What follows belongs to an exercise in optimizing a design on an open flow for small area and a short achievable clock period; a production flow would make more cautious choices. RTL that was checked went through simulation tests only; none was proved equivalent to the original. Power is estimated from default activity; no workload was simulated.

==> flow/design.v (excerpt) <==
module fp16_arith(
input clk,
input [15:0] numi1,
input [15:0] numi2,
output [15:0] sum,
output [1:0] iszero,
output [1:0] isinf,
output isnan,
output [15:0] prod
    );
==> flow/config.mk <==
export PLATFORM = sky130hd
export DESIGN_NAME = fp16_arith
export DESIGN_NICKNAME = fp16_arith
export VERILOG_FILES = /design/flow/design.v
export SDC_FILE = /design/flow/constraint.sdc
export NUM_CORES = 4
export LEC_CHECK = 0
export CAP_MARGIN = 20
export CORE_MARGIN = 2
export CORE_UTILIZATION = 60
export SLEW_MARGIN = 20
export SYNTH_HIERARCHICAL = 1
==> flow/constraint.sdc <==
create_clock -name core_clock -period 17.0 [get_ports {clk}]
set_input_delay 3.4000 -clock core_clock [delete_from_list [all_inputs] [get_ports {clk}]]
set_output_delay 3.4000 -clock core_clock [all_outputs]
set_load 0.01 [all_outputs]
standard.sh (not shown) runs the stock make flow with config.mk's settings and CLKGATE_MAP_FILE= SYNTH_SCRIPT=/design/flow/synth_recipe.tcl, a recipe that flattens the netlist after the stock synthesis.
==> flow/flow/run.sh <==
#!/bin/bash
# Own layout flow: the standard ORFS flow, with plain buf_1 cells as the
# port buffers (buffer_ports would otherwise pick clkdlybuf4s50_1, a slow
# delay cell). Every input and output port still gets its own buffer.
set -euo pipefail
export BUFFER_PORTS_ARGS="-buffer_cell sky130_fd_sc_hd__buf_1"
if [[ -f flow/env.sh ]]; then source flow/env.sh; fi
bash standard.sh > standard.log 2>&1
==> flow/flow/env.sh <==
export SETUP_SLACK_MARGIN=9
Rerun with:
--- a/flow/design.v
+++ b/flow/design.v
@@ -20,17 +20,15 @@
     wire [5:0]  d12  = {1'b0, e1} - {1'b0, e2};
     wire [4:0]  d21  = e2 - e1;
     wire        ge   = ~d12[5];
     wire [4:0]  d    = ge ? d12[4:0] : d21;
     wire [4:0]  emax = ge ? e1 : e2;
     wire [10:0] m2s  = m2 >> d;
     wire        sz = s1 ^ s2;
-    wire [11:0] t;
-    wire        tco;
-    fp16_add12 u_t(.a({1'b0, m1}), .b({1'b0, m2s} ^ {12{sz}}), .ci(sz), .s(t), .co(tco));
+    wire [11:0] t  = {1'b0, m1} + ({1'b0, m2s} ^ {12{sz}}) + {11'd0, sz};
     reg [4:0] emax_r;
     reg       c_r, h_r, s1_r, sz_r;
     reg [9:0] v_r;
     always @(posedge clk) begin
         isinf  <= inf_p ? 2'b01 : inf_n ? 2'b10 : 2'b00;
         isnan  <= special & ~inf_p & ~inf_n;
         emax_r <= emax;
@@ -364,17 +362,15 @@
     wire fs89, fc89;
     fp16_fa u_fs89 (.a(fc71), .b(x[9]), .c(y[9]), .s(fs89), .co(fc89));
     assign ra = {1'b0, fc89, fc88, fc87, fc86, fc85, fc84, fc83, fc82, fc81, fc80, fc79, fc78, fc77, fc76, fc75, fc74, fc73, hc72, hs72, pp0_1, pp0_0};
     assign rb = {1'b0, 1'b1, fs89, fs88, fs87, fs86, fs85, fs84, fs83, fs82, fs81, fs80, fs79, fs78, fs77, fs76, fs75, fs74, fs73, pp2_0, pp1_0, 1'b0};
     wire [10:0] ls  = {1'b0, ra[9:0]} + {1'b0, rb[9:0]};
     wire [8:0]  zb  = (ra[8:0] ^ rb[8:0]) ^ {ra[7:0] | rb[7:0], 1'b0};
     wire        gt  = ls[9] & (zb != 9'd0);
-    wire [11:0] hi;
-    wire        hco;
-    fp16_add12 u_hi(.a(ra[21:10]), .b(rb[21:10]), .ci(ls[10]), .s(hi), .co(hco));
+    wire [11:0] hi  = ra[21:10] + rb[21:10] + {11'd0, ls[10]};
     wire        sz  = numi1[15] ^ numi2[15];
     reg  [11:0] hi_r;
     reg         inc_r, sz_r;
     reg  [4:0]  eb_r;
     always @(posedge clk) begin
         hi_r  <= hi;
         inc_r <= sz ^ gt;
@@ -389,63 +385,14 @@
     assign s  = a ^ b ^ c;
     assign co = (a & b) | (c & (a ^ b));
 endmodule
 module fp16_ha(input a, input b, output s, output co);
     assign s  = a ^ b;
     assign co = a & b;
 endmodule
-module fp16_add12(
-input  [11:0] a,
-input  [11:0] b,
-input         ci,
-output [11:0] s,
-output        co
-    );
-    wire [12:0] g0 = {a & b, ci};
-    wire [12:0] p0 = {a ^ b, 1'b0};
-    wire [12:0] g1, p1, g2, p2, g3, p3, g4;
-    genvar i;
-    generate
-        for (i = 0; i < 13; i = i + 1) begin : l1
-            if (i >= 1) begin
-                assign g1[i] = g0[i] | (p0[i] & g0[i-1]);
-                assign p1[i] = p0[i] & p0[i-1];
-            end else begin
-                assign g1[i] = g0[i];
-                assign p1[i] = p0[i];
-            end
-        end
-        for (i = 0; i < 13; i = i + 1) begin : l2
-            if (i >= 2) begin
-                assign g2[i] = g1[i] | (p1[i] & g1[i-2]);
-                assign p2[i] = p1[i] & p1[i-2];
-            end else begin
-                assign g2[i] = g1[i];
-                assign p2[i] = p1[i];
-            end
-        end
-        for (i = 0; i < 13; i = i + 1) begin : l3
-            if (i >= 4) begin
-                assign g3[i] = g2[i] | (p2[i] & g2[i-4]);
-                assign p3[i] = p2[i] & p2[i-4];
-            end else begin
-                assign g3[i] = g2[i];
-                assign p3[i] = p2[i];
-            end
-        end
-        for (i = 0; i < 13; i = i + 1) begin : l4
-            if (i >= 8)
-                assign g4[i] = g3[i] | (p3[i] & g3[i-8]);
-            else
-                assign g4[i] = g3[i];
-        end
-    endgenerate
-    assign s  = p0[12:1] ^ g4[11:0];
-    assign co = g4[12];
-endmodule
 `timescale 1ns / 1ps
 module fp16_arith(
 input clk,
 input [15:0] numi1,
 input [15:0] numi2,
 output [15:0] sum,
 output [1:0] iszero,
The new run passed the timing, design-rule and antenna checks.
Count of clock-buffer cells in the layout increases by 1.
Non-clock buffer count increases by 30.
Die area decreases by a few percent.
Critical path depth decreases by 1.
Routed wire length decreases slightly.
Final area decreases slightly.
Hold slack got worse by 0.037 ns.
Global-route usage increases by 1.5 points.
No run of this note included a check of the RTL's function; only the layout flow was run.

========
fp16_arith, a different RTL version from the one above (not shown whole).
For scale: about 840 cells after synthesis, roughly 70 I/O pins.
==> module fp16_adder, before the edit <==
module fp16_adder(
input [15:0] numi1,
input [15:0] numi2,
input clk,
output [15:0] ans,
output [1:0] iszero,
output reg [1:0] isinf,
output reg isnan
    );
    wire [4:0]  e1 = numi1[14:10];
    wire [4:0]  e2 = numi2[14:10];
    wire        s1 = numi1[15];
    wire        s2 = numi2[15];
    wire [10:0] m1 = {1'b1, numi1[9:0]};
    wire [10:0] m2 = {1'b1, numi2[9:0]};
    wire inf_p = (numi1 == 16'h7c00) | (numi2 == 16'h7c00);
    wire inf_n = (numi1 == 16'hfc00) | (numi2 == 16'hfc00);
    wire special = (&e1) | (&e2);
    wire [5:0]  d12  = {1'b0, e1} - {1'b0, e2};
    wire [4:0]  d21  = e2 - e1;
    wire        ge   = ~d12[5];
    wire [4:0]  d    = ge ? d12[4:0] : d21;
    wire [4:0]  emax = ge ? e1 : e2;
    wire [10:0] m2s  = m2 >> d;
    wire        sz = s1 ^ s2;
    wire [11:0] t;
    wire        tco;
    fp16_add12 u_t(.a({1'b0, m1}), .b({1'b0, m2s} ^ {12{sz}}), .ci(sz), .s(t), .co(tco));
    reg [4:0] emax_r;
    reg       c_r, h_r, s1_r, sz_r;
    reg [9:0] v_r;
    always @(posedge clk) begin
        isinf  <= inf_p ? 2'b01 : inf_n ? 2'b10 : 2'b00;
        isnan  <= special & ~inf_p & ~inf_n;
        emax_r <= emax;
        c_r    <= t[11];
        h_r    <= t[10];
        s1_r   <= s1;
        sz_r   <= sz;
        v_r    <= t[9:0];
    end
    wire       neg = c_r & sz_r;
    wire       rs  = s1_r ^ neg;
    wire [9:0] nv  = 10'd0 - v_r;
    wire [9:0] zt;
    assign zt[0] = ~v_r[9];
    assign zt[1] = ~|v_r[9:8];
    assign zt[2] = ~|v_r[9:7];
    assign zt[3] = ~|v_r[9:6];
    assign zt[4] = ~|v_r[9:5];
    assign zt[5] = ~|v_r[9:4];
    assign zt[6] = ~|v_r[9:3];
    assign zt[7] = ~|v_r[9:2];
    assign zt[8] = ~|v_r[9:1];
    assign zt[9] = ~|v_r[9:0];
    wire [3:0] lz = {zt[7],
                     zt[3] & ~zt[7],
                     (zt[1] & ~zt[3]) | (zt[5] & ~zt[7]),
                     (zt[0] & ~zt[1]) | (zt[2] & ~zt[3]) | (zt[4] & ~zt[5]) |
                     (zt[6] & ~zt[7]) | (zt[8] & ~zt[9])};
    wire [4:0] xe = emax_r + ~{1'b0, lz};
    wire       uf = (xe == 5'd0) | (xe >= 5'd15);
    wire [9:0] vn = v_r << lz;
    reg [4:0] re;
    reg [9:0] rf;
    always @* begin
        if (c_r) begin
            re = emax_r + 5'd1;
            rf = neg ? {1'b0, nv[9:1]} : {1'b0, v_r[9:1]};
        end else if (!h_r) begin
            re = uf ? 5'd18 : xe;
            rf = uf ? 10'd0 : {vn[8:0], 1'b0};
        end else begin
            re = 5'd0;
            rf = v_r;
        end
    end
    wire zero = ~c_r & zt[9];
    wire zsgn = s1_r & h_r;
    wire spec = isinf[1] | isinf[0] | isnan;
    assign iszero = (spec | ~zero) ? 2'b00 : {1'b1, ~zsgn};
    assign ans    = (spec | zero) ? 16'd0 : {rs, re, rf};
endmodule
export LEC_CHECK = 0
export CAP_MARGIN = 20
export CORE_MARGIN = 2
export CORE_UTILIZATION = 60
export SLEW_MARGIN = 20
export SYNTH_HIERARCHICAL = 1
create_clock -name core_clock -period 17.0 [get_ports {clk}]
Scripts as last shown in full above: flow/flow/run.sh, flow/flow/env.sh
Rerun with:
--- a/flow/design.v
+++ b/flow/design.v
@@ -44,20 +44,11 @@
     wire       rs  = s1_r ^ neg;
     wire [9:0] nv  = 10'd0 - v_r;
-    wire [9:0] zt;
-    assign zt[0] = ~v_r[9];
-    assign zt[1] = ~|v_r[9:8];
-    assign zt[2] = ~|v_r[9:7];
-    assign zt[3] = ~|v_r[9:6];
-    assign zt[4] = ~|v_r[9:5];
-    assign zt[5] = ~|v_r[9:4];
-    assign zt[6] = ~|v_r[9:3];
-    assign zt[7] = ~|v_r[9:2];
-    assign zt[8] = ~|v_r[9:1];
-    assign zt[9] = ~|v_r[9:0];
-    wire [3:0] lz = {zt[7],
-                     zt[3] & ~zt[7],
-                     (zt[1] & ~zt[3]) | (zt[5] & ~zt[7]),
-                     (zt[0] & ~zt[1]) | (zt[2] & ~zt[3]) | (zt[4] & ~zt[5]) |
-                     (zt[6] & ~zt[7]) | (zt[8] & ~zt[9])};
+    reg [3:0] lz;
+    integer i;
+    always @* begin
+        lz = 4'd10;
+        for (i = 0; i < 10; i = i + 1)
+            if (v_r[i]) lz = 4'd9 - i[3:0];
+    end
     wire [4:0] xe = emax_r + ~{1'b0, lz};
     wire       uf = (xe == 5'd0) | (xe >= 5'd15);
@@ -77,5 +68,5 @@
         end
     end
-    wire zero = ~c_r & zt[9];
+    wire zero = ~c_r & (v_r == 10'd0);
     wire zsgn = s1_r & h_r;
     wire spec = isinf[1] | isinf[0] | isnan;
Effect:
- via count rose slightly
- global-route usage rose by 0.86 points
- area after synthesis fell slightly
- non-clock buffer count rose by 2
- synthesized cell count rose slightly
- worst hold slack got worse by 36 ps
- total power rose by a few percent
- count of clock-buffer cells in the layout fell by 1
Function not checked in the second run of this note: the RTL went through the layout flow alone.

## port drivers added, routing unchanged
The flow's constraints put no driver on any port. The routed layouts listed below were extracted and timed again, unchanged, in two steps.
Step 1 assumes that a clkbuf_16 drives the clock port and a buf_2 every other input.
Step 2 adds t to the input delays and takes it off the output delays; t is the mean of the earliest and latest rising clock arrival at the registers after step 1. Input paths then give back, and output paths get back, about the clock's delay inside the block.
Three values: ideal ports, drivers, drivers and shift; two values: the first two.
run | t, ns | setup WS [ns] | worst setup path at the end | clock arrival spread, ns | worst slew at a driven data input, ns
the first run of note 1 | 0.323 | 8.898 / 8.909 / 8.586 | input to register | 0.006 / 0.006 | 0.05
the second run of note 1 | 0.319 | 8.660 / 8.649 / 8.331 | input to register | 0.004 / 0.005 | 0.07
the first run of note 2 | 0.320 | 9.268 / 9.283 / 8.963 | input to register | 0.002 / 0.003 | 0.03
the second run of note 2 | 0.322 | 9.190 / 9.210 / 8.888 | input to register | 0.004 / 0.004 | 0.03
After both steps every run listed still meets setup and hold. For the second run of note 1, which loses most, drivers alone change the setup slack by -0.011 ns; drivers and shift together by -0.329 ns.
